What follows belongs to an exercise in optimizing a design on an open flow for small area; a production flow would make more cautious choices. The RTL was checked by simulation tests, not by an equivalence proof against the original design. The clock input has no modelled driver; a real chip could not lean on it and would need a root buffer or a full tree.

## JK
==> flow/design.v <==
module qspi_wrap(
    input               qspi_if_req_vld,
    output              qspi_if_req_rdy,
    input   [3:0]       qspi_if_req_addr,
    input               qspi_if_req_read,
    input   [7:0]       qspi_if_req_dat,
    output              qspi_if_rsp_vld,
    input               qspi_if_rsp_rdy,
    output  [7:0]       qspi_if_rsp_dat,
    output              qspi_if_switch_qspi,
    output              qspi_if_sck,
    output              qspi_if_csn,
    output              qspi_if_dq0_en,
    input               qspi_if_dq0_i,
    output              qspi_if_dq0_o,
    output              qspi_if_dq1_en,
    input               qspi_if_dq1_i,
    output              qspi_if_dq1_o,
    output              qspi_if_dq2_en,
    input               qspi_if_dq2_i,
    output              qspi_if_dq2_o,
    output              qspi_if_dq3_en,
    input               qspi_if_dq3_i,
    output              qspi_if_dq3_o,
    input               clk,
    input               rst_n
);
    reg [7:0]   cfg0;        
    reg [3:0]   div;         
    reg         csn;         
    reg         sw;          
    reg         read_tr;     
    reg         active;      
    reg         sck;
    reg [2:0]   cnt;         
    reg [10:0]  presc;       
    reg [7:0]   buf_dat;     
    reg         buf_we;      
    reg [7:0]   rx;          
    reg         rxv;         
    wire [1:0]  mode    = cfg0[7:6];
    wire        dmy     = cfg0[5];
    wire [1:0]  typ     = cfg0[4:3];
    wire        dux     = cfg0[2];
    wire        pha     = mode[1] ^ mode[0];
    wire        cpol    = mode[1];
    wire        t_sgl   = (typ == 2'b00);
    wire        t_dual  = (typ == 2'b01);
    wire        t_quad  = (typ == 2'b10);
    wire        t_res   = (typ == 2'b11);
    wire [11:0] cy;      
    assign cy[0] = 1'b1;
    genvar g;
    generate
        for (g = 0; g < 11; g = g + 1) begin : g_cy
            assign cy[g+1] = cy[g] & presc[g];
        end
    endgenerate
    reg tick;
    always @(*) begin
        case (div)
            4'd1:    tick = cy[1];
            4'd2:    tick = cy[3];
            4'd3:    tick = cy[4];
            4'd4:    tick = cy[2];
            4'd5:    tick = cy[5];
            4'd6:    tick = cy[6];
            4'd7:    tick = cy[7];
            4'd8:    tick = cy[8];
            4'd9:    tick = cy[9];
            4'd10:   tick = cy[10];
            4'd11:   tick = cy[11];
            default: tick = 1'b1;
        endcase
    end
    wire        e2      = tick & (sck ^ pha);    
    wire        e1      = tick & ~(sck ^ pha);   
    wire        tr      = active & ~dmy;
    wire        dm      = active & dmy;
    wire        last    = t_sgl  & (&cnt)
                        | t_dual & cnt[2] & cnt[1]
                        | t_quad & cnt[2];
    wire        tr_end  = tr & e2 & last;
    wire        dm_end  = dm & e2 & (buf_dat == 8'd0);
    wire        rdy     = ~active | tr_end | dm_end;
    wire        hs_any  = qspi_if_req_vld & rdy;
    wire        hs      = hs_any & (qspi_if_req_addr == 4'd2);
    wire        rd_en   = ~buf_we | (t_sgl & dux);
    always @(posedge clk or negedge rst_n) begin
        if (!rst_n) begin
            cfg0    <= 8'h00;
            div     <= 4'h0;
            csn     <= 1'b1;
            sw      <= 1'b0;
            read_tr <= 1'b0;
        end else begin
            if (hs_any & (qspi_if_req_addr == 4'd0))
                cfg0 <= qspi_if_req_dat;
            if (hs_any & (qspi_if_req_addr == 4'd1)) begin
                div <= qspi_if_req_dat[7:4];
                csn <= qspi_if_req_dat[3];
            end
            if (hs_any & (qspi_if_req_addr == 4'd3))
                sw  <= qspi_if_req_dat[0];
            read_tr <= (hs & qspi_if_req_read) | (read_tr & ~(rxv & qspi_if_rsp_rdy));
        end
    end
    always @(posedge clk or negedge rst_n) begin
        if (!rst_n) begin
            active  <= 1'b0;
            sck     <= 1'b0;
            cnt     <= 3'd0;
        end else begin
            active  <= ~rdy | hs;
            if (rdy)
                sck <= hs ? pha : cpol;
            else if (tick)
                sck <= ~sck;
            if (tr & e2)
                cnt <= cnt + {t_quad, t_dual, t_sgl};
        end
    end
    always @(posedge clk) begin
        presc   <= (active & ~tick) ? presc + 11'd1 : 11'd0;
        if (hs) begin
            buf_dat <= qspi_if_req_dat;
            buf_we  <= ~qspi_if_req_read;
        end else if (dm & e2) begin
            buf_dat <= buf_dat - 8'd1;
        end
        rxv     <= tr & e1 & last & rd_en;
    end
    always @(posedge clk)
        if (e1)
            rx <= t_sgl  ? {rx[6:0], qspi_if_dq0_i} :
                  t_dual ? {rx[5:0], qspi_if_dq1_i, qspi_if_dq0_i} :
                           {rx[3:0], qspi_if_dq3_i, qspi_if_dq2_i, qspi_if_dq1_i, qspi_if_dq0_i};
    assign qspi_if_req_rdy      = rdy;
    assign qspi_if_rsp_vld      = ~read_tr | rxv;
    assign qspi_if_rsp_dat      = (qspi_if_req_addr == 4'd0) ? cfg0 :
                                  (qspi_if_req_addr == 4'd1) ? {div, csn, active, 2'b00} :
                                  (qspi_if_req_addr == 4'd2) ? rx : 8'h00;
    assign qspi_if_switch_qspi  = sw;
    assign qspi_if_csn          = csn;
    assign qspi_if_sck          = sck;
    wire [2:0]  i0      = {cnt[2], cnt[1] | typ[1], cnt[0] | typ[1] | typ[0]};
    wire [2:0]  i1      = {cnt[2], cnt[1] | typ[1], 1'b0};
    assign qspi_if_dq0_en       = tr;
    assign qspi_if_dq1_en       = tr & ~t_sgl;
    assign qspi_if_dq2_en       = tr & t_quad;
    assign qspi_if_dq3_en       = tr & t_quad;
    assign qspi_if_dq0_o        = ~t_res & buf_dat[~i0];
    assign qspi_if_dq1_o        = ~t_res & buf_dat[~i1];
    assign qspi_if_dq2_o        = cnt[2] ? buf_dat[2] : buf_dat[6];
    assign qspi_if_dq3_o        = cnt[2] ? buf_dat[3] : buf_dat[7];
endmodule
Settings: LEC_CHECK=0, CAP_MARGIN=0, CORE_MARGIN=2, CORE_UTILIZATION=40, GPL_TIMING_DRIVEN=0, SLEW_MARGIN=0; clock period 10.0 ns.
standard.sh (not shown) runs the stock make flow with config.mk's settings and CLKGATE_MAP_FILE= SYNTH_SCRIPT=/design/flow/synth_recipe.tcl, a recipe that flattens the netlist after the stock synthesis.
==> flow/flow/run.sh <==
#!/bin/bash
# Standard synthesis, then an area re-mapping of the combinational logic
# (flip-flops untouched), then the standard layout with small port buffers,
# with the clock tree replaced by a few clock buffers after CTS.
# Each tool's output goes to a log_*.txt file here.
set -euo pipefail
HERE=$(pwd)
RES=$HERE/orfs/results/$FLOW_PLATFORM/qspi_wrap/base
CLKBUF_CELL=${CLKBUF_CELL:-sky130_fd_sc_hd__clkbuf_16}
CLKBUF_LEVELS=${CLKBUF_LEVELS:-1}
KNOBS=(BUFFER_PORTS_ARGS="-buffer_cell sky130_fd_sc_hd__buf_1"
       CTS_ARGS="-sink_clustering_enable -repair_clock_nets -dont_use_dummy_load")

bash standard.sh synth > log_synth.txt 2>&1

cp $RES/1_2_yosys.v $HERE/std_synth.v
if bash flow/remap.sh $HERE/std_synth.v $HERE/remap.v $HERE/flow/area.abc $HERE/log_remap.txt > log_remap_out.txt 2>&1 \
   && python3 flow/check_regs.py $HERE/std_synth.v $HERE/remap.v > log_check_regs.txt 2>&1; then
  echo "using the re-mapped netlist"
  cp $HERE/remap.v $RES/1_2_yosys.v
  rm -f $RES/1_synth.odb $RES/1_synth.sdc
  touch $RES/1_2_yosys.v
else
  echo "re-mapping failed: keeping the standard netlist"
fi

bash standard.sh "${KNOBS[@]}" cts > log_to_cts.txt 2>&1

cp $RES/4_cts.odb $HERE/4_cts_orig.odb
if CTS_ODB=$RES/4_cts.odb CLKBUF_CELL=$CLKBUF_CELL CLKBUF_LEVELS=$CLKBUF_LEVELS CLK_NET=clk \
     openroad -no_init -exit flow/one_clkbuf.tcl > log_clkbuf.txt 2>&1; then
  echo "clock tree replaced"
  touch $RES/4_cts.odb
else
  echo "clock tree replacement failed: keeping CTS's tree"
  cp $HERE/4_cts_orig.odb $RES/4_cts.odb
fi

bash standard.sh "${KNOBS[@]}" finish > log_layout.txt 2>&1
==> flow/flow/area.abc <==
strash
dc2
dc2
dch -f
amap
==> flow/flow/remap.sh <==
#!/bin/bash
# Re-map the combinational cells of a synthesised netlist for area, keeping
# every flip-flop instance (name, cell type and connections) as it is.
# usage: remap.sh IN.v OUT.v ABC_SCRIPT LOG
set -euo pipefail
IN=$1; OUT=$2; SCR=$3; LOG=$4
PDK=$FLOW_HOME/platforms/sky130hd
LIB=$PDK/lib/sky130_fd_sc_hd__tt_025C_1v80.lib
YOSYS=${YOSYS_EXE:-$(command -v yosys || echo $FLOW_HOME/../tools/install/yosys/bin/yosys)}
SEQ=$(grep -oE "sky130_fd_sc_hd__[a-z0-9_]+" "$IN" | sort -u | grep -E "__(df|edf|sdf|dl|sdl)" | tr '\n' ' ')
DU=$(sed -n '/DONT_USE_CELLS +=/,/^$/p' $PDK/config.mk | grep -oE "sky130_fd_sc_hd__[a-z0-9_]+" | sed 's/^/-dont_use /' | tr '\n' ' ')
"$YOSYS" -l "$LOG" -p "
read_liberty -ignore_miss_func $LIB
setattr -mod -set keep_hierarchy 1 $SEQ
read_verilog $IN
hierarchy -top $FLOW_TOP
flatten
opt -purge
abc -liberty $LIB $DU -script $SCR
opt_clean -purge
hilomap -singleton -hicell sky130_fd_sc_hd__conb_1 HI -locell sky130_fd_sc_hd__conb_1 LO
insbuf -buf sky130_fd_sc_hd__buf_1 A X
splitnets
opt_clean -purge
select $FLOW_TOP
stat -liberty $LIB
write_verilog -noattr -noexpr -nohex -nodec -selected $OUT
"
Other scripts of this flow, unchanged in this note and not shown: flow/flow/check_regs.py, flow/flow/one_clkbuf.tcl
Inputs modified between JK and MS:
diff --git a/flow/flow/run.sh b/flow/flow/run.sh
--- a/flow/flow/run.sh
+++ b/flow/flow/run.sh
@@ -15,5 +15,5 @@
 
 cp $RES/1_2_yosys.v $HERE/std_synth.v
-if bash flow/remap.sh $HERE/std_synth.v $HERE/remap.v $HERE/flow/area.abc $HERE/log_remap.txt > log_remap_out.txt 2>&1 \
+if bash flow/remap.sh $HERE/std_synth.v $HERE/remap.v $HERE/log_remap $HERE/flow/*.abc > log_remap.txt 2>&1 \
    && python3 flow/check_regs.py $HERE/std_synth.v $HERE/remap.v > log_check_regs.txt 2>&1; then
   echo "using the re-mapped netlist"
==> flow/flow/abc1.abc (new file) <==
strash
dc2
dc2
dch -f
amap
==> flow/flow/abc2.abc (new file) <==
strash
dc2
dch -f
amap -m -F 2 -A 8
==> flow/flow/abc_ds1.abc (new file) <==
strash
&get -n
&deepsyn -T 30 -S 1
&put
dch -f
amap
==> flow/flow/abc_ds2.abc (new file) <==
strash
&get -n
&deepsyn -T 30 -S 2
&put
dch -f
amap
==> flow/flow/abc_ds3.abc (new file) <==
strash
&get -n
&deepsyn -T 30 -S 3
&put
dch -f
amap
diff --git a/flow/flow/remap.sh b/flow/flow/remap.sh
--- a/flow/flow/remap.sh
+++ b/flow/flow/remap.sh
@@ -2,7 +2,8 @@
 # Re-map the combinational cells of a synthesised netlist for area, keeping
 # every flip-flop instance (name, cell type and connections) as it is.
-# usage: remap.sh IN.v OUT.v ABC_SCRIPT LOG
-set -euo pipefail
-IN=$1; OUT=$2; SCR=$3; LOG=$4
+# Tries each ABC script given and keeps the smallest result.
+# usage: remap.sh IN.v OUT.v LOGDIR SCRIPT...
+set -uo pipefail
+IN=$1; OUT=$2; LOGD=$3; shift 3
 PDK=$FLOW_HOME/platforms/sky130hd
 LIB=$PDK/lib/sky130_fd_sc_hd__tt_025C_1v80.lib
@@ -10,5 +11,8 @@
 SEQ=$(grep -oE "sky130_fd_sc_hd__[a-z0-9_]+" "$IN" | sort -u | grep -E "__(df|edf|sdf|dl|sdl)" | tr '\n' ' ')
 DU=$(sed -n '/DONT_USE_CELLS +=/,/^$/p' $PDK/config.mk | grep -oE "sky130_fd_sc_hd__[a-z0-9_]+" | sed 's/^/-dont_use /' | tr '\n' ' ')
-"$YOSYS" -l "$LOG" -p "
+mkdir -p $LOGD
+for SCR in "$@"; do
+  N=$(basename $SCR .abc)
+  "$YOSYS" -l "$LOGD/remap_$N.log" -p "
 read_liberty -ignore_miss_func $LIB
 setattr -mod -set keep_hierarchy 1 $SEQ
@@ -24,5 +28,18 @@
 opt_clean -purge
 select $FLOW_TOP
-stat -liberty $LIB
-write_verilog -noattr -noexpr -nohex -nodec -selected $OUT
-"
+tee -o $LOGD/remap_$N.stat stat -liberty $LIB
+write_verilog -noattr -noexpr -nohex -nodec -selected $LOGD/remap_$N.v
+" > /dev/null 2>&1 &
+done
+wait
+BEST=""; BA=""
+for SCR in "$@"; do
+  N=$(basename $SCR .abc)
+  A=$(grep "Chip area" $LOGD/remap_$N.stat 2>/dev/null | awk '{print $NF}')
+  [[ -n "$A" && -s $LOGD/remap_$N.v ]] || { echo "$N: failed"; continue; }
+  echo "$N: $A"
+  if [[ -z "$BA" ]] || python3 -c "import sys; sys.exit(0 if $A < $BA else 1)"; then BEST=$N; BA=$A; fi
+done
+[[ -n "$BEST" ]] || exit 1
+echo "best: $BEST ($BA)"
+cp $LOGD/remap_$BEST.v $OUT
removed: flow/flow/area.abc
[summary]
MS reached the final stage; the timing, design-rule and antenna checks on its layout passed.
Wire length of the first global-routing pass went up slightly going from JK to MS.
In MS, the post-synthesis cell area came out about 1.3% below the value in JK.
Looking at number of global-route vias before repair across MS and JK, the one that comes out higher is JK.
Compared with JK, in MS total routing resource utilization after global routing now larger, detailed-route via count moved down.
No run of this note takes its clock network from TritonCTS; it comes from the design's own scripts or RTL.

==> afterwards: timing with drivers on the ports <==
The results above use ideal ports. As a check the final layouts listed here were re-extracted and re-timed, cells and wires unchanged.
Step 1 (the two cells are an assumption about what drives the block):
set clk [get_ports {clk}]
set_driving_cell -lib_cell sky130_fd_sc_hd__clkbuf_16 $clk
set_driving_cell -lib_cell sky130_fd_sc_hd__buf_2 [delete_from_list [all_inputs] $clk]
Step 2 moves the port delays by t, midway between the first and last clock arrival at a register: inputs arrive t later, outputs are due t later. That takes back most of the time a late clock gives input paths.
Slacks: ideal ports / drivers / drivers and shift; pairs: ideal ports / drivers.
run	t, ns	setup slack, ns	worst data-port slew with drivers (ns)
JK	0.209	4.615 / 4.595 / 4.595	0.03
MS	0.205	4.643 / 4.618 / 4.618	0.04
After both steps every run listed still meets setup and hold. For MS, which loses most, drivers alone change the setup slack by -0.025 ns; drivers and shift together by -0.025 ns.
